Source: an optimization exercise on an open RTL-to-GDS flow (aim: small area, a short achievable clock period and few clock cycles). Production flows keep margins and buffers that such runs may drop. Only simulation tests tie the RTL to the original design; equivalence was not proved. Power is estimated from default activity; no workload was simulated.

File: flow/run.sh
#!/bin/bash
# synth_recipe.tcl (not shown) runs the flow's synth.tcl, then flattens the netlist and writes it again
# the make line also repeats each setting of config.mk as NAME=value (left out here)
make -C /OpenROAD-flow-scripts/flow DESIGN_CONFIG=/design/flow/config.mk WORK_HOME=/design/flow/orfs CLKGATE_MAP_FILE= SYNTH_SCRIPT=/design/flow/synth_recipe.tcl finish
File: flow/config.mk
export PLATFORM = sky130hd
export DESIGN_NAME = neural
export DESIGN_NICKNAME = neural
export VERILOG_FILES = /design/flow/design.v
export SDC_FILE = /design/flow/constraint.sdc
export NUM_CORES = 4
export LEC_CHECK = 0
export CAP_MARGIN = 20
export CORE_MARGIN = 2
export CORE_UTILIZATION = 40
export SLEW_MARGIN = 20
File: flow/constraint.sdc
create_clock -name core_clock -period 20.0 [get_ports {clk}]
set_input_delay 4.0000 -clock core_clock [delete_from_list [all_inputs] [get_ports {clk}]]
set_output_delay 4.0000 -clock core_clock [all_outputs]
set_load 0.01 [all_outputs]
File: flow/design.v
module neural_control (input logic clk, reset, run_inference, registers_initialized, data_loaded, data_processed, output_written,
                        input logic [7:0] totalLayerNumber,
                        output logic ready, begin_initialize_registers, begin_load_data, begin_process_data, begin_write_output, 
                        output logic [7:0] stage);
logic n_ready, n_begin_initialize_registers, n_begin_load_data, n_begin_process_data, n_begin_write_output;
logic [7:0] n_stage;
typedef enum logic [2:0] {s0 = 3'b000, 
        s1 = 3'b001, 
        s2 = 3'b010,
        s3 = 3'b011,
        s4 = 3'b100, 
          XX = 3'bxxx} state_1;
state_1 present_state, next_state;
always_ff @ (posedge clk, posedge reset)  
  begin
    if (reset)
      present_state <= s0;
    else
      present_state <= next_state;
  end
always_comb begin  
  next_state = XX;
  case (present_state)
    s0 : begin
      if(run_inference)
        next_state = s1;
      else
        next_state = s0;  
    end
    s1 : begin
      if(registers_initialized)
        next_state = s2;
      else
        next_state = s1;  
    end
    s2 : begin
      if(data_loaded)
        next_state = s3;
      else
        next_state = s2;  
    end
    s3 : begin
      if(data_processed)
        if(stage >= totalLayerNumber - 1)
          next_state = s4;
        else
          next_state = s2;
      else
        next_state = s3;  
    end
    s4 : begin
      if(output_written)
        next_state = s0;
      else
        next_state = s4;  
    end
  endcase
end
always_comb begin  
  n_stage = stage;
  n_ready = ready;
  n_begin_initialize_registers = begin_initialize_registers;
  n_begin_load_data = begin_load_data;
  n_begin_process_data = begin_process_data;
  n_begin_write_output = begin_write_output;
  case (next_state)
    s0 : begin
      n_ready = 1;
      n_stage = 0;
      n_begin_write_output = 0;
    end
    s1 : begin
      n_begin_initialize_registers = 1;
      n_ready = 0;
    end
    s2 : begin
      if(registers_initialized || data_processed)
        n_stage = stage + 1;
      n_begin_load_data = 1;
      n_begin_initialize_registers = 0;
      n_begin_process_data = 0;
    end
    s3 : begin
      n_begin_process_data = 1;
      n_begin_load_data = 0;
    end
    s4 : begin
      n_begin_write_output = 1;  
      n_begin_process_data = 0;
		end
  endcase
end
always_ff @ (posedge clk, posedge reset)  
  begin
    if (reset) begin
      stage <= 0;
      ready <= 1;
      begin_initialize_registers <= 0;
      begin_load_data <= 0;
      begin_process_data <= 0;
      begin_write_output <= 0;
    end else begin
      stage <= n_stage;
      ready <= n_ready;
      begin_initialize_registers <= n_begin_initialize_registers;
      begin_load_data <= n_begin_load_data;
      begin_process_data <= n_begin_process_data;
      begin_write_output <= n_begin_write_output;
    end
  end
endmodule
module complete_aux (input logic clk, reset, begin_initialize_registers, begin_load_data, begin_process_data, begin_write_output,
                      input logic [7:0] RAM_rd, stage,
                      output logic registers_initialized, data_loaded, data_processed, output_written, RAM_we, fifo_wr, input_fifo_wr, input_fifo_rd, input_mux, bias, reset_accumulators, output_layer, 
                      output logic [9:0] RAM_address,
                      output logic [7:0] totalLayerNumber, output_mux, fifo_wr_demux,
                      output logic [15:0] fifo_rd,
							 output logic [3:0] shift,
							 output logic [7:0] nodeNumberB);
logic n_registers_initialized, n_data_loaded, n_data_processed, n_output_written, n_RAM_we, n_reset_accumulators, n_output_layer;
logic n_input_mux, n_fifo_wr, n_input_fifo_rd, n_input_fifo_wr, n_bias;
logic [3:0] n_shift;
logic [7:0] n_totalLayerNumber, n_nodeNumberA, nodeNumberA, n_nodeNumberB;
logic [7:0] n_input_counter, input_counter, n_progress_counter, progress_counter;
logic [7:0] n_fifo_wr_ptr, fifo_wr_ptr, n_fifo_wr_demux, n_output_mux;
logic [15:0] n_fifo_rd;
logic [31:0] n_input_ptr, input_ptr, n_data_ptr, data_ptr, n_result_ptr, result_ptr, n_layer_ptr, layer_ptr, n_RAM_address, n_counter, counter;
typedef enum logic [4:0] {s0 = 5'b00000,
        s1 = 5'b00001, 
        s2 = 5'b00010,
        s3 = 5'b00011,
        s4 = 5'b00100, 
        s5 = 5'b00101, 
        s6 = 5'b00110, 
        s7 = 5'b00111, 
        s8 = 5'b01000, 
        s9 = 5'b01001, 
        s10 = 5'b01010, 
        s11 = 5'b01011, 
        s12 = 5'b01100, 
        s13 = 5'b01101, 
        s14 = 5'b01110,
        s15 = 5'b01111,
        s16 = 5'b10000,
        XX = 5'bxxxxx} state_2;
state_2 present_state, next_state;
always_ff @ (posedge clk, posedge reset)  
  begin
    if (reset)
      present_state <= s0;
    else
      present_state <= next_state;
  end
always_comb begin  
  next_state = XX;
  case (present_state)
    s0 : begin
      if(begin_initialize_registers)
        next_state = s1;
      else if(begin_load_data)
        next_state = s3;
      else if(begin_process_data)
        next_state = s12;
      else if(begin_write_output)
        next_state = s15;
      else
        next_state = s0;  
    end
    s1 : begin
      next_state = s2;
    end
    s2 : begin
      next_state = s0;
    end
    s3 : begin
      next_state = s4;
    end
    s4 : begin
      next_state = s5;
    end
    s5 : begin
      next_state = s6;
    end
    s6 : begin
      next_state = s7;
    end
    s7 : begin
      if(counter >= nodeNumberA * nodeNumberB + nodeNumberB)
        if(stage == 1)
          next_state = s8;
        else
          next_state = s9;
      else
        next_state = s7;  
    end
    s8 : begin
      if(input_counter >= nodeNumberA)
        next_state = s10;
      else
        next_state = s8;  
    end
    s9 : begin
      if(input_counter >= nodeNumberA)
        next_state = s10;
      else
        next_state = s9;  
    end
    s10 : begin
      next_state = s11;
    end
	 s11 : begin
      next_state = s0;
    end
    s12 : begin
      if(progress_counter >= nodeNumberB)
        next_state = s13;
      else
        next_state = s12;  
    end
    s13 : begin
      if(progress_counter >= nodeNumberA + nodeNumberB + 2)
        next_state = s14;
      else
        next_state = s13;  
    end
    s14 : begin
      next_state = s0;
    end
    s15 : begin
      next_state = s16;
    end
    s16 : begin
      next_state = s0;
    end
  endcase
end
always_comb begin  
  n_registers_initialized = registers_initialized;
  n_data_loaded = data_loaded;
  n_data_processed = data_processed;
  n_output_written = output_written;
  n_layer_ptr = layer_ptr;
  n_input_ptr = input_ptr;
  n_data_ptr = data_ptr;
  n_result_ptr = result_ptr;
  n_totalLayerNumber = totalLayerNumber;
  n_nodeNumberA = nodeNumberA;
  n_nodeNumberB = nodeNumberB;
  n_shift = shift;
  n_RAM_address = RAM_address;
  n_RAM_we = RAM_we;
  n_counter = counter;
  n_input_counter = input_counter;
  n_progress_counter = progress_counter;
  n_fifo_wr = fifo_wr;
  n_fifo_wr_ptr = fifo_wr_ptr;
  n_input_fifo_wr = input_fifo_wr;
  n_input_mux = input_mux;
  n_bias = bias;
  n_fifo_wr_demux = fifo_wr_demux;
  n_output_mux = output_mux;
  n_fifo_rd = fifo_rd;
  n_input_fifo_rd = input_fifo_rd;
  n_reset_accumulators = reset_accumulators;
  n_output_layer = output_layer;
  case (next_state)
    s0 : begin
      n_registers_initialized = 0;
      n_data_loaded = 0;
      n_data_processed = 0;
      n_output_written = 0;
      n_counter = 0;
      n_progress_counter = 0;
      n_input_counter = 0;
      n_fifo_wr_ptr = 0;
      n_bias = 0;
    end
    s1 : begin
      n_layer_ptr = 32'd0000;
      n_input_ptr = 32'd1015;
      n_result_ptr = 32'd1023;
      n_RAM_address = layer_ptr;
    end
    s2 : begin
      n_totalLayerNumber = RAM_rd;
      n_RAM_address = layer_ptr + 1;
      n_layer_ptr = layer_ptr + 1;
      n_data_ptr = layer_ptr + RAM_rd + 1;
      n_registers_initialized = 1;
    end
    s3 : begin
      n_RAM_address = layer_ptr + 1;
      n_layer_ptr = layer_ptr + 1;
      n_nodeNumberA = RAM_rd;
    end
    s4 : begin
      n_RAM_address = data_ptr;
    end
    s5 : begin
      n_nodeNumberB = RAM_rd;
      n_RAM_address = data_ptr;
      n_data_ptr = data_ptr + 1;
    end
    s6 : begin
      n_data_ptr = data_ptr + 1;
      n_shift = RAM_rd[3:0];
      n_RAM_address = data_ptr;
    end
    s7 : begin
      n_fifo_wr = 1;
      n_RAM_address = data_ptr;
      n_fifo_wr_demux = fifo_wr_ptr;
      n_counter = counter + 1;
      if(fifo_wr_ptr >= nodeNumberB - 1)
        n_fifo_wr_ptr = 0;
      else
        n_fifo_wr_ptr = fifo_wr_ptr + 1;
      if(counter < nodeNumberA * nodeNumberB + nodeNumberB - 1)
        n_data_ptr = data_ptr + 1;
      if(stage == 1 && counter >= nodeNumberA * nodeNumberB + nodeNumberB - 1)
        n_RAM_address = input_ptr;
    end
    s8 : begin
      n_fifo_wr = 0;
      n_input_fifo_wr = 1;
      n_input_mux = 0;
      n_RAM_address = input_ptr + 4;
      n_input_ptr = input_ptr + 4;
      n_input_counter = input_counter + 1;
    end
    s9 : begin
      n_fifo_wr = 0;
      n_input_fifo_wr = 1;
      n_input_mux = 1;
      n_output_mux = input_counter;
      n_input_counter = input_counter + 1;
    end
	 s10 : begin
      n_bias = 1;
    end
    s11 : begin
      n_input_fifo_wr = 0;
      n_data_loaded = 1;
      n_reset_accumulators = 1;
    end
    s12 : begin
	 	n_reset_accumulators = 0;
      n_input_fifo_rd = 1;
      n_fifo_rd = fifo_rd * 2 + 1;
      n_progress_counter = progress_counter + 1;
    end
    s13 : begin
      n_progress_counter = progress_counter + 1;
    end
    s14 : begin
      n_input_fifo_rd = 0;
      n_fifo_rd = 0;
      n_data_processed = 1;
      if(stage < totalLayerNumber - 1)
        n_RAM_address = layer_ptr;
    end
    s15 : begin
	   n_output_layer = 1;
      n_RAM_address = result_ptr;
      n_RAM_we = 1;
    end
    s16 : begin
      n_output_layer = 0;
      n_output_written = 1;
      n_RAM_we = 0;
      n_RAM_address = 32'h0000;
    end
  endcase
end
always_ff @ (posedge clk, posedge reset)  
  begin
    if (reset) begin
      registers_initialized <= 0;
      data_loaded <= 0;
      data_processed <= 0;
      output_written <= 0;
      layer_ptr <= 0;
      input_ptr <= 0;
      data_ptr <= 0;
      result_ptr <= 0;
      totalLayerNumber <= 0;
      nodeNumberA <= 0;
      nodeNumberB <= 0;
      shift <= 0;
      RAM_address <= 0;
      RAM_we <= 0;
      counter <= 0;
      input_counter <= 0;
      progress_counter <= 0;
      fifo_wr <= 0;
      fifo_wr_ptr <= 0;
      input_fifo_wr <= 0;
      input_mux <= 0;
      bias <= 0;
      fifo_wr_demux <= 0;
      output_mux <= 0;
      fifo_rd <= 0;
      input_fifo_rd <= 0;
      reset_accumulators <= 0;
      output_layer <= 0;
    end else begin
      registers_initialized <= n_registers_initialized;
      data_loaded <= n_data_loaded;
      data_processed <= n_data_processed;
      output_written <= n_output_written;
      layer_ptr <= n_layer_ptr;
      input_ptr <= n_input_ptr;
      data_ptr <= n_data_ptr;
      result_ptr <= n_result_ptr;
      totalLayerNumber <= n_totalLayerNumber;
      nodeNumberA <= n_nodeNumberA;
      nodeNumberB <= n_nodeNumberB;
      shift <= n_shift;
      RAM_address <= n_RAM_address;
      RAM_we <= n_RAM_we;
      counter <= n_counter;
      input_counter <= n_input_counter;
      progress_counter <= n_progress_counter;
      fifo_wr <= n_fifo_wr;
      fifo_wr_ptr <= n_fifo_wr_ptr;
      input_fifo_wr <= n_input_fifo_wr;
      input_mux <= n_input_mux;
      bias <= n_bias;
      fifo_wr_demux <= n_fifo_wr_demux;
      output_mux <= n_output_mux;
      fifo_rd <= n_fifo_rd;
      input_fifo_rd <= n_input_fifo_rd;
      reset_accumulators <= n_reset_accumulators;
      output_layer <= n_output_layer;
    end
  end
endmodule
module control_unit(input logic clk, reset, run_inference,
            input logic [7:0] RAM_rd,
            output logic ready,
            output logic RAM_we, fifo_wr, input_fifo_wr, input_fifo_rd, input_mux, bias, reset_accumulators, output_layer, 
            output logic [7:0] output_mux, fifo_wr_demux,
				output logic [3:0] shift,
            output logic [15:0] fifo_rd,
            output logic [9:0] RAM_address,
				output logic [7:0] outputNodeNumber);
  logic begin_initialize_registers, begin_load_data, begin_process_data, begin_write_output, registers_initialized, data_loaded, data_processed, output_written;
  logic [7:0] stage, totalLayerNumber;
  neural_control main(clk, reset, run_inference, registers_initialized, data_loaded, data_processed, output_written, totalLayerNumber,
                        ready, begin_initialize_registers, begin_load_data, begin_process_data, begin_write_output, 
                        stage);
  complete_aux secondary(clk, reset, begin_initialize_registers, begin_load_data, begin_process_data, begin_write_output, RAM_rd, stage,
                        registers_initialized, data_loaded, data_processed, output_written, RAM_we, fifo_wr, input_fifo_wr, input_fifo_rd, input_mux, bias, reset_accumulators, output_layer, 
                        RAM_address, totalLayerNumber, output_mux, fifo_wr_demux, fifo_rd, shift, outputNodeNumber);
endmodule
module fifo (input logic [7:0] data_in,  
              input logic clk, rst, rd, wr,
              output logic empty, full,
              output logic [7:0] fifo_cnt,  
              output logic [7:0] data_out);
  logic [7:0] fifo_ram[31:0];  
  logic [3:0] rd_ptr, wr_ptr;  
  assign empty = (fifo_cnt == 8'h0);
  assign full = (fifo_cnt == 8'h20);
  always @( posedge clk )
    if( rst )
      begin
        wr_ptr <= 0;  
        rd_ptr <= 0;  
        fifo_cnt <= 0;  
        data_out <= 0;
      end
    else
      begin
        if((wr && !full)||(wr && rd && !empty))  
          begin
            fifo_ram[wr_ptr] <= data_in;  
            wr_ptr <= wr_ptr + 1'b1;  
            if (!(rd && !empty)) fifo_cnt <= fifo_cnt + 1'b1;  
          end
        if(rd && !empty)  
          begin
            data_out <= fifo_ram[rd_ptr];
            rd_ptr <= rd_ptr + 1'b1;
            if (!wr) fifo_cnt <= fifo_cnt - 1'b1;
          end
        if(rd && empty)  
          begin
            data_out <= 0;
          end
      end
endmodule
module weight_fifos_16(input logic clk, reset, 
                      input logic [15:0] rd, wr,
                      input logic [7:0] data_in,
                      output logic [15:0] empty, full,
                      output logic [7:0] q0, q1, q2, q3, q4, q5, q6, q7, q8, q9, q10, q11, q12, q13, q14, q15);
	logic fifo_cnt1, fifo_cnt2, fifo_cnt3, fifo_cnt4, fifo_cnt5, fifo_cnt6, fifo_cnt7, fifo_cnt8,
	      fifo_cnt9, fifo_cnt10, fifo_cnt11, fifo_cnt12, fifo_cnt13, fifo_cnt14, fifo_cnt15, fifo_cnt16;
	fifo f1(data_in, clk, reset, rd[0], wr[0], empty[0], full[0], fifo_cnt1, q0);
	fifo f2(data_in, clk, reset, rd[1], wr[1], empty[1], full[1], fifo_cnt2, q1);
	fifo f3(data_in, clk, reset, rd[2], wr[2], empty[2], full[2], fifo_cnt3, q2);
	fifo f4(data_in, clk, reset, rd[3], wr[3], empty[3], full[3], fifo_cnt4, q3);
	fifo f5(data_in, clk, reset, rd[4], wr[4], empty[4], full[4], fifo_cnt5, q4);
	fifo f6(data_in, clk, reset, rd[5], wr[5], empty[5], full[5], fifo_cnt6, q5);
	fifo f7(data_in, clk, reset, rd[6], wr[6], empty[6], full[6], fifo_cnt7, q6);
	fifo f8(data_in, clk, reset, rd[7], wr[7], empty[7], full[7], fifo_cnt8, q7);
	fifo f9(data_in, clk, reset, rd[8], wr[8], empty[8], full[8], fifo_cnt9, q8);
	fifo f10(data_in, clk, reset, rd[9], wr[9], empty[9], full[9], fifo_cnt10, q9);
	fifo f11(data_in, clk, reset, rd[10], wr[10], empty[10], full[10], fifo_cnt11, q10);
	fifo f12(data_in, clk, reset, rd[11], wr[11], empty[11], full[11], fifo_cnt12, q11);
	fifo f13(data_in, clk, reset, rd[12], wr[12], empty[12], full[12], fifo_cnt13, q12);
	fifo f14(data_in, clk, reset, rd[13], wr[13], empty[13], full[13], fifo_cnt14, q13);
	fifo f15(data_in, clk, reset, rd[14], wr[14], empty[14], full[14], fifo_cnt15, q14);
	fifo f16(data_in, clk, reset, rd[15], wr[15], empty[15], full[15], fifo_cnt16, q15);
endmodule
module mult8bitmodule(input logic signed [7:0] xin, w,
                      input logic clk, rst,
                      output logic signed [15:0] result,
                      output logic signed [7:0] xout);
always @(posedge clk)
  if (rst)
    begin
      result <= 0;
      xout <= 0;
    end
  else
    begin
      result <= xin * w;
      xout <= xin;
    end
endmodule
module acc32bitmodule(input logic signed [15:0] zin, 
                      input logic clk, rst, 
                      output logic signed [31:0] accum);
always @(posedge clk)
  begin
    if (rst) accum <= 32'b0;
    else accum <= accum + zin;
  end
endmodule
module vector_unit(input logic signed [7:0] xin, w,
                    input logic clk, rst,
                    output logic signed [31:0] accum,
                    output logic signed [7:0] xout);
  logic [15:0] multOut, accIn;
  mult8bitmodule multiplier1(xin, w, clk, rst, multOut, xout);
  acc32bitmodule accumulator1(accIn, clk, rst, accum);
  assign accIn = multOut;
endmodule
module activation_module(input logic signed [31:0] accumulator,
                          input logic [3:0] shift,
                          input logic output_layer,
                          output logic signed [7:0] result);	
	logic signed [31:0] temp;
	assign temp = (accumulator >>> shift) > -128 ? ((accumulator >>> shift) < 127 ? (accumulator >>> shift) : 127) : -128;
	assign result = (!output_layer) ? ((temp < 0) ? 0 : temp) : temp;
endmodule
module vu_activation(input logic signed [7:0] xin, w,
                      input logic clk, rst,
                      input logic [3:0] shift,
                      input logic output_layer,
                      output logic signed [7:0] xout, 
                      output logic signed [7:0] result);
  logic [31:0] accum_o, accum_i;
  vector_unit single_vector_unit(xin, w, clk, rst, accum_o, xout);
  activation_module single_activation_module(accum_i, shift, output_layer, result);
  assign accum_i = accum_o;
endmodule
module systolic_array(input logic signed [7:0] xin, w1, w2, w3, w4, w5, w6, w7, w8, w9, w10, w11, w12, w13, w14, w15, w16, 
                input logic clk, reset, output_layer,
                input logic [3:0] shift,
                output logic signed [7:0] result0, result1, result2, result3, result4, result5, result6, result7, result8, result9, result10, result11, result12, result13, result14, result15,
                output logic signed [7:0] xout);
  logic [7:0]	x1_2, x2_3, x3_4, x4_5, x5_6, x6_7, x7_8, x8_9, x9_10, x10_11, x11_12, x12_13, x13_14, x14_15, x15_16;
  vu_activation vu1(xin, w1, clk, reset, shift, output_layer, x1_2, result0);
  vu_activation vu2(x1_2, w2, clk, reset, shift, output_layer, x2_3, result1);
  vu_activation vu3(x2_3, w3, clk, reset, shift, output_layer, x3_4, result2);
  vu_activation vu4(x3_4, w4, clk, reset, shift, output_layer, x4_5, result3);
  vu_activation vu5(x4_5, w5, clk, reset, shift, output_layer, x5_6, result4);
  vu_activation vu6(x5_6, w6, clk, reset, shift, output_layer, x6_7, result5);
  vu_activation vu7(x6_7, w7, clk, reset, shift, output_layer, x7_8, result6);
  vu_activation vu8(x7_8, w8, clk, reset, shift, output_layer, x8_9, result7);
  vu_activation vu9(x8_9, w9, clk, reset, shift, output_layer, x9_10, result8);
  vu_activation vu10(x9_10, w10, clk, reset, shift, output_layer, x10_11, result9);
  vu_activation vu11(x10_11, w11, clk, reset, shift, output_layer, x11_12, result10);
  vu_activation vu12(x11_12, w12, clk, reset, shift, output_layer, x12_13, result11);
  vu_activation vu13(x12_13, w13, clk, reset, shift, output_layer, x13_14, result12);
  vu_activation vu14(x13_14, w14, clk, reset, shift, output_layer, x14_15, result13);
  vu_activation vu15(x14_15, w15, clk, reset, shift, output_layer, x15_16, result14);
  vu_activation vu16(x15_16, w16, clk, reset, shift, output_layer, xout, result15);
endmodule
module classifier(input logic signed [7:0] result0, result1, result2, result3, result4, result5, result6, result7, result8, result9, result10, result11, result12, result13, result14, result15,
                  input logic [3:0] outputNodeNumber,
                  output logic [7:0] classification);	
  logic [7:0] result0_en, result1_en, result2_en, result3_en, result4_en, result5_en, result6_en, result7_en, result8_en, result9_en, result10_en, result11_en, result12_en, result13_en, result14_en, result15_en;
  logic [7:0] d1_y, d2_y, d3_y, d4_y, d5_y, d6_y, d7_y, d8_y, c1_y, c2_y, c3_y, c4_y, b1_y, b2_y, a1_y;
  logic [15:0] enabled;
  logic d1_winner, d2_winner, d3_winner, d4_winner, d5_winner, d6_winner, d7_winner, d8_winner, c1_winner, c2_winner, c3_winner, c4_winner, b1_winner, b2_winner;
  logic a, b, c, d;
  decode_enable_nodes decode_enable(outputNodeNumber-1, enabled);
  enable_mux_2 en1(result0, -8'd128, enabled[0], result0_en);
  enable_mux_2 en2(result1, -8'd128, enabled[1], result1_en);
  enable_mux_2 en3(result2, -8'd128, enabled[2], result2_en);
  enable_mux_2 en4(result3, -8'd128, enabled[3], result3_en);
  enable_mux_2 en5(result4, -8'd128, enabled[4], result4_en);
  enable_mux_2 en6(result5, -8'd128, enabled[5], result5_en);
  enable_mux_2 en7(result6, -8'd128, enabled[6], result6_en);
  enable_mux_2 en8(result7, -8'd128, enabled[7], result7_en);
  enable_mux_2 en9(result8, -8'd128, enabled[8], result8_en);
  enable_mux_2 en10(result9, -8'd128, enabled[9], result9_en);
  enable_mux_2 en11(result10, -8'd128, enabled[10], result10_en);
  enable_mux_2 en12(result11, -8'd128, enabled[11], result11_en);
  enable_mux_2 en13(result12, -8'd128, enabled[12], result12_en);
  enable_mux_2 en14(result13, -8'd128, enabled[13], result13_en);
  enable_mux_2 en15(result14, -8'd128, enabled[14], result14_en);
  enable_mux_2 en16(result15, -8'd128, enabled[15], result15_en);
  comparator d1(result0_en, result1_en, d1_y, d1_winner);
  comparator d2(result2_en, result3_en, d2_y, d2_winner);
  comparator d3(result4_en, result5_en, d3_y, d3_winner);
  comparator d4(result6_en, result7_en, d4_y, d4_winner);
  comparator d5(result8_en, result9_en, d5_y, d5_winner);
  comparator d6(result10_en, result11_en, d6_y, d6_winner);
  comparator d7(result12_en, result13_en, d7_y, d7_winner);
  comparator d8(result14_en, result15_en, d8_y, d8_winner);
  comparator c1(d1_y, d2_y, c1_y, c1_winner);
  comparator c2(d3_y, d4_y, c2_y, c2_winner);
  comparator c3(d5_y, d6_y, c3_y, c3_winner);
  comparator c4(d7_y, d8_y, c4_y, c4_winner);
  comparator b1(c1_y, c2_y, b1_y, b1_winner);
  comparator b2(c3_y, c4_y, b2_y, b2_winner);
  comparator a1(b1_y, b2_y, a1_y, a);
  class_mux_2 outputmux2(b1_winner, b2_winner, a, b);
  class_mux_4 outputmux4(c1_winner, c2_winner, c3_winner, c4_winner, {a, b}, c);
  class_mux_8 outputmux8(d1_winner, d2_winner, d3_winner, d4_winner, d5_winner, d6_winner, d7_winner, d8_winner, {a, b, c}, d);
  assign classification = {4'b0, a, b, c, d};
endmodule
module comparator(input logic signed [7:0] a, b,
						output logic signed [7:0] y,
						output logic winner);
	assign y = (a > b) ? a : b;
	assign winner = (a > b) ? 0 : 1;
endmodule
module class_mux_2(input logic a, b, s,
                    output logic y);
	assign y = s ? b : a;
endmodule
module enable_mux_2(input logic signed [7:0] a, b, 
                    input logic s,
                    output logic signed [7:0] y);
	assign y = s ? a : b;
endmodule
module class_mux_4(input logic a, b, c, d,
                    input logic [1:0] s,
						  output logic y);
	always_comb
	begin
		case(s)
			2'b00: y = a;
			2'b01: y = b;
			2'b10: y = c;
			2'b11: y = d;
			default: y = 0;
		endcase
	end
endmodule
module class_mux_8(input logic a, b, c, d, e, f, g, h,
                    input logic [2:0] s,
						        output logic y);
	always_comb
	begin
		case(s)
			3'b000: y = a;
			3'b001: y = b;
			3'b010: y = c;
			3'b011: y = d;
         3'b100: y = e;
			3'b101: y = f;
			3'b110: y = g;
			3'b111: y = h;
			default: y = 0;
		endcase
	end
endmodule
module decode_enable_nodes(input logic [3:0] s,
                    output logic [15:0] enabled);
	always_comb
	begin
		case(s)
			4'b0000: enabled = 16'b0000000000000001;
			4'b0001: enabled = 16'b0000000000000011;
			4'b0010: enabled = 16'b0000000000000111;
			4'b0011: enabled = 16'b0000000000001111;
			4'b0100: enabled = 16'b0000000000011111;
			4'b0101: enabled = 16'b0000000000111111;
			4'b0110: enabled = 16'b0000000001111111;
			4'b0111: enabled = 16'b0000000011111111;
         4'b1000: enabled = 16'b0000000111111111;
			4'b1001: enabled = 16'b0000001111111111;
			4'b1010: enabled = 16'b0000011111111111;
			4'b1011: enabled = 16'b0000111111111111;
			4'b1100: enabled = 16'b0001111111111111;
			4'b1101: enabled = 16'b0011111111111111;
			4'b1110: enabled = 16'b0111111111111111;
			4'b1111: enabled = 16'b1111111111111111;
			default: enabled = 16'b1111111111111111;
		endcase
	end
endmodule
module nn_mux_2(input logic s,
              input logic [7:0] a, b, 
              output logic [7:0] y);
  assign y = s ? b : a;
endmodule
module nn_mux_16(input logic [7:0] d0, d1, d2, d3, d4, d5, d6, d7, d8, d9, d10, d11, d12, d13, d14, d15,
              input logic [3:0] s,
              output logic  [7:0] y);
always_comb
  begin
    case(s)
      4'b0000 : y = d0;
      4'b0001 : y = d1;
      4'b0010 : y = d2;
      4'b0011 : y = d3;
      4'b0100 : y = d4;
      4'b0101 : y = d5;
      4'b0110 : y = d6;
      4'b0111 : y = d7;
      4'b1000 : y = d8;
      4'b1001 : y = d9;
      4'b1010 : y = d10;
      4'b1011 : y = d11;
      4'b1100 : y = d12;
      4'b1101 : y = d13;
      4'b1110 : y = d14;
      default : y = d15;
    endcase
  end
endmodule
module nn_demux_16(output logic [15:0] dout,
                input logic din,
                input logic  [3:0] s);
always_comb 
  begin
  dout = 16'b0;
    case(s)
      4'b0000 : dout[0] = din;
      4'b0001 : dout[1] = din;
      4'b0010 : dout[2] = din;
      4'b0011 : dout[3] = din;
      4'b0100 : dout[4] = din;
      4'b0101 : dout[5] = din;
      4'b0110 : dout[6] = din;
      4'b0111 : dout[7] = din;
      4'b1000 : dout[8] = din;
      4'b1001 : dout[9] = din;
      4'b1010 : dout[10] = din;
      4'b1011 : dout[11] = din;
      4'b1100 : dout[12] = din;
      4'b1101 : dout[13] = din;
      4'b1110 : dout[14] = din;
      default : dout[15] = din;
    endcase
  end
endmodule
module neural(input  logic clk, reset, run_inference,
              output logic ready,
              output logic [9:0] RAM_address, 
              output logic [7:0] RAM_wd,
              output logic RAM_we,
              input  logic [7:0] RAM_rd);
  logic fifo_wr, reset_accumulators;	
  logic [7:0] bias_data, input_data, output_data, input_mux, output_mux, y, fifo_wr_demux, xin;
  logic [3:0] shift;
  logic [7:0] w1, w2, w3, w4, w5, w6, w7, w8, w9, w10, w11, w12, w13, w14, w15, w16;
  logic [7:0] d0, d1, d2, d3, d4, d5, d6, d7, d8, d9, d10, d11, d12, d13, d14, d15;
  logic [15:0] fifo_rd, dout;
  logic [7:0] partial_classification, outputNodeNumber;
  logic input_fifo_wr, input_fifo_rd, bias, output_layer, empty_w, full_w, empty, full, fifo_cnt, xout;
  control_unit control(clk, reset, run_inference, RAM_rd, ready, RAM_we, fifo_wr, input_fifo_wr, input_fifo_rd, input_mux, bias, reset_accumulators, output_layer, 
                        output_mux, fifo_wr_demux, shift, fifo_rd, RAM_address, outputNodeNumber);
  weight_fifos_16 weight_fifos(clk, reset, fifo_rd, dout, RAM_rd, empty_w, full_w, w1, w2, w3, w4, w5, w6, w7, w8, w9, w10, w11, w12, w13, w14, w15, w16);
  fifo input_fifo(y, clk, reset, input_fifo_rd, input_fifo_wr, empty, full, fifo_cnt, xin);
  systolic_array systolic_vector_array(xin, w1, w2, w3, w4, w5, w6, w7, w8, w9, w10, w11, w12, w13, w14, w15, w16, 
                                        clk, reset_accumulators, output_layer, shift,
                                        d0, d1, d2, d3, d4, d5, d6, d7, d8, d9, d10, d11, d12, d13, d14, d15,
                                        xout);
  classifier output_classifier(d0, d1, d2, d3, d4, d5, d6, d7, d8, d9, d10, d11, d12, d13, d14, d15, outputNodeNumber, RAM_wd);
  nn_mux_2 input_multiplexer(input_mux, RAM_rd, output_data, input_data);
  nn_mux_2 bias_multiplexer(bias, input_data, bias_data, y);
  nn_mux_16 output_multiplexer(d0, d1, d2, d3, d4, d5, d6, d7, d8, d9, d10, d11, d12, d13, d14, d15, output_mux, output_data);
  nn_demux_16 fifo_wr_demultiplexer(dout, fifo_wr, fifo_wr_demux);
  assign bias_data = 8'h05;
endmodule
==> run notes <==
- The flow ran to the end and the layout has no timing, DRC or antenna violations.
- The hold violation total from the final report came to 0.
- Counting flops with a built-in enable in the synthesized netlist gives 2176.
- The post-route DRC violation count is 0.
- Leaving out fill and tap cells, the most frequent cell in the layout is edfxtp_1.
- The count of maximum capacitance violations is 0.
- For this run, asynchronously set or reset flops after synthesis account for 4.903%.
- The highest net fanout along the worst path is 88.
- Excluding fillers, the count of instances in the completed layout stands at 28800.
- The first global-routing pass estimated 1039 mm of wire.
- After routing, the total negative slack on setup checks comes to 0 ps.
- The post-route netlist has 12.21% of its cells at a drive strength greater than 1.
- The actual transition at the worst max-transition pin is 1222 ps.
- For the worst setup path, the data required time is 16000 ps.
- On the critical path, the stage with the largest delay is an instance of dfrtp_4.
- The area overhead of the layout relative to synthesis is 9.442%.
- The standard cell area after detailed placement is 244700 µm².
- The number of cells after detailed placement is 27940.
- The number of global-route vias before repair is 162000.
- The HPWL after detailed placement is 503.9 mm.
- The initial antenna violation count is 47.
- The area of the die is 597400 µm².
- The combined area of all synthesized cells is 236500 µm².
- The shortest period the worst path allows is 19230 ps.
- The kind of end point of the critical path is an output pin.
- The final route contains 163800 vias.
- The count of antenna-violating nets left after detailed routing is 0.
- The yosys synthesis warning count is 36.
- The count of buffers inserted at the top-level ports is 26.
- The floorplan step set the die width to 772.9 µm.
- Each instance of the synthesized netlist takes up on average 11.43 µm².
- The vertical extent of the die is 772.9 µm.
- TritonCTS built the clock tree.
- By instance count, the cell type seen most on the critical path is o21a_1.
- The number of buffers created by CTS is 403.
- The power per unit of standard cell area is 171.1 nW/µm².
- For this configuration, the core starts out at a cell density of 40.14%.
- The layout has 54300 filler cells.
- The tree built by TritonCTS fans out to 3651 sinks.
- The remaining global-route overflow is 0.
- Setup violations remaining at the end of the flow were counted as 0.
- The worst ir drop on vdd is 0.9638 mV.
- The fmax is 52.00 MHz.
- The congestion estimate from routability-driven global placement came to 0.9839.
- The depth of the CTS H-tree is 5.
- The post-synthesis sequential area ratio is 40.49%.
- After clock tree synthesis, the clock-pin slew on the worst setup and hold paths is 70 ps.
- STA classifies the critical path startpoint as a flop.
- In this run the core area contains 282 standard-cell rows.
- The worst setup path is of the flop to output pin kind.
- The delay of the slowest critical-path stage is 800 ps.
- Summed over all cells, the static leakage comes to 0.1004 µW.
- The final count of pins violating max slew is 0.
- Leaving out fill and tap cells, the most frequent cells in the layout are edfxtp_1 (2176), nor2_1 (2002), inv_1 (1490), ha_1 (1404), nand2_1 (1275).
- At the end of the flow, the number of nets in the layout was 22890.
- The worst slew margin relative to its limit is 18.37%.
- The path class of the lowest-slack min-delay path is flop to flop.
- The number of primary I/O pins is 31.
- On the final layout, the worst hold slack is 461.4 ps.
- The routed wire length is 690.0 mm.
- After floorplanning, the core was sized to cover 589200 µm².
- In the routed layout, each cell is associated on average with a via count of 5.688.
- The largest net degree at the start of global routing is 163.
- The number of storage elements in the synthesis netlist is 3651.
- Data arrives at the worst endpoint at 15230 ps.
- The share of the core filled with cells is 43.93%.
- The number of DRC markers after the initial detailed-route iteration is 14630.
- In this run the clock root is driven by a clkbuf_16.
- The post-route clock skew is 121.2 ps.
- In the synthesized netlist the dominant register cell turns out to be edfxtp_1.
- The category of cells accounting for the largest share of critical-path delay is compound AO/OA/AOI/OAI gates.
- The clock reaches the later pin of the worst-skew pair after 1070 ps.
- Setup repair after global routing left no endpoint under its margin.
- The final non-filler cell area is 258800 µm².
- The maximum clock path buffer count is 4.
- The critical path contains buffers and inverters numbering 4 combined.
- After technology mapping, the gate count stands at 20700.
- The unique cell type count in the Yosys netlist is 124.
- The first TritonRoute pass finished after 9 iterations.
- The share of the clock period used by the worst path is 96.15%.
- Global routing used 22.47% of the available tracks.
- Dividing the detail-routed wire length by the instance count gives 23.96 µm.
## cell usage after synthesis (110+ instances only)
library cell	count	area, µm²
a211oi_1	132	991.0
a21o_1	276	2072
a21oi_1	834	4174
a31oi_1	112	700.7
and2_1	731	4573
buf_1	129	484.2
buf_2	110	550.5
buf_4	111	833.3
clkbuf_1	454	1704
dfrtp_1	178	4454
dfxtp_1	1296	25940
edfxtp_1	2176	65340
fa_1	935	18720
ha_1	1404	17570
inv_1	1495	5612
mux2_2	215	2421
mux2i_1	393	3934
mux4_2	1171	26370
nand2_1	1275	4786
nand2b_1	267	1670
nand3_1	311	1556
nand4_1	189	1182
nor2_1	2007	7533
nor2b_1	510	3191
nor3_1	369	1847
o21a_1	184	1381
o21ai_0	674	3373
o22ai_1	121	757.0
xnor2_1	564	4940
xor2_1	368	3223
## where the power goes
group | internal [µW] | total (µW) | switching (µW)
combinational | 10900 | 26500 | 15600
clock | 4440 | 7650 | 3210
sequential | 8590 | 10200 | 1580
## cell type report
cell class / count / area, µm² / share of cell area, %
Clock buffer: 570 / 11510 / 4.447
Inverter: 1499 / 5650 / 2.183
Antenna cell: 98 / 245.2 / 0.09475
Tap cell: 7810 / 9772 / 3.775
Sequential cell: 3651 / 95820 / 37.02
Timing Repair Buffer: 326 / 2919 / 1.128
Multi-Input combinational cell: 14660 / 130600 / 50.46
Clock inverter: 188 / 2311 / 0.8928
## per-stage QoR
stage          setup slack, ps  power [µW]
2_1_floorplan             2983       27970
3_3_place_gp              1372       35990
3_5_place_dp              1645       36040
4_1_cts                  462.5       43740
5_1_grt                  36.37       46960
6_report                 769.7       44290
## final timing paths
path / from / endpoint / cells past startpoint / slack, ps
worst max-delay path: control.secondary.shift[0]$_DFFE_PP0P_ / RAM_wd[1] / 56 / 770
worst min-delay path: control.secondary.input_ptr[0]$_DFFE_PP0P_ / control.secondary.input_ptr[0]$_DFFE_PP0P_ / 1 / 460
worst max register to register: control.secondary.nodeNumberB[2]$_DFFE_PP0P_ / control.secondary.RAM_address[1]$_DFFE_PP0P_ / 31 / 9910
worst min register to register: control.secondary.input_ptr[0]$_DFFE_PP0P_ / control.secondary.input_ptr[0]$_DFFE_PP0P_ / 1 / 460
max in group asynchronous: reset / control.secondary.RAM_address[8]$_DFFE_PP0P_ / 4 / 14800
min in group asynchronous: reset / control.secondary.fifo_rd[6]$_DFFE_PP0P_ / 2 / 3200
## cell families (layout without fill, tap and decap cells)
logic type	after synthesis	count (layout)	synth area share, %
buffers and inverters	2391	2583	4.378
AO/OA/AOI/OAI	3303	3303	9.123
XOR/XNOR	932	932	3.451
multiplexers	1817	1817	14.25
adder cells (fa/ha/maj)	2340	2340	15.35
AND/OR/NAND/NOR	6261	6261	12.96
flip-flops	3651	3651	40.49
other	1	102	0.001586
## routing by layer
| layer | global-route usage, % | vias up | wire length, µm |
|---|---|---|---|
| met3 | 3.580 | 1098 | 46560 |
| met2 | 35.74 | 5492 | 314700 |
| met5 | 0 | - | 29 |
| met1 | 31.28 | 82200 | 302900 |
| met4 | 7.728 | 4 | 25810 |
| li1 | - | 75010 | - |
## repair_timing
item,4_1_cts,5_1_grt
endpoints found under the setup margin,0,3
hold buffers,0,0
endpoints found under the hold margin,0,0
buffers inserted,0,1
resized for setup,0,7
Testbench counts, summed over its fixed seeds: cycles 56,125.

port drivers added, routing unchanged:
How much do the figures lean on ideal ports? The routed layout below was timed once more, with nothing changed but the port constraints. Step 1 assumes that a clkbuf_16 drives the clock port and a buf_2 every other input. Step 2 moves the port delays by t, midway between the first and last clock arrival at a register: inputs arrive t later, outputs are due t later. That takes back most of the time a late clock gives input paths. Three values: ideal ports, drivers, drivers and shift; two values: the first two.
t, ns: 1.143
setup slack, ns: 0.770 / 0.629 / 1.773
worst data-port slew with drivers (ns): 0.11
After both steps this run still meets setup and hold. For this run, drivers alone change the setup slack by -0.141 ns; drivers and shift together by +1.003 ns.
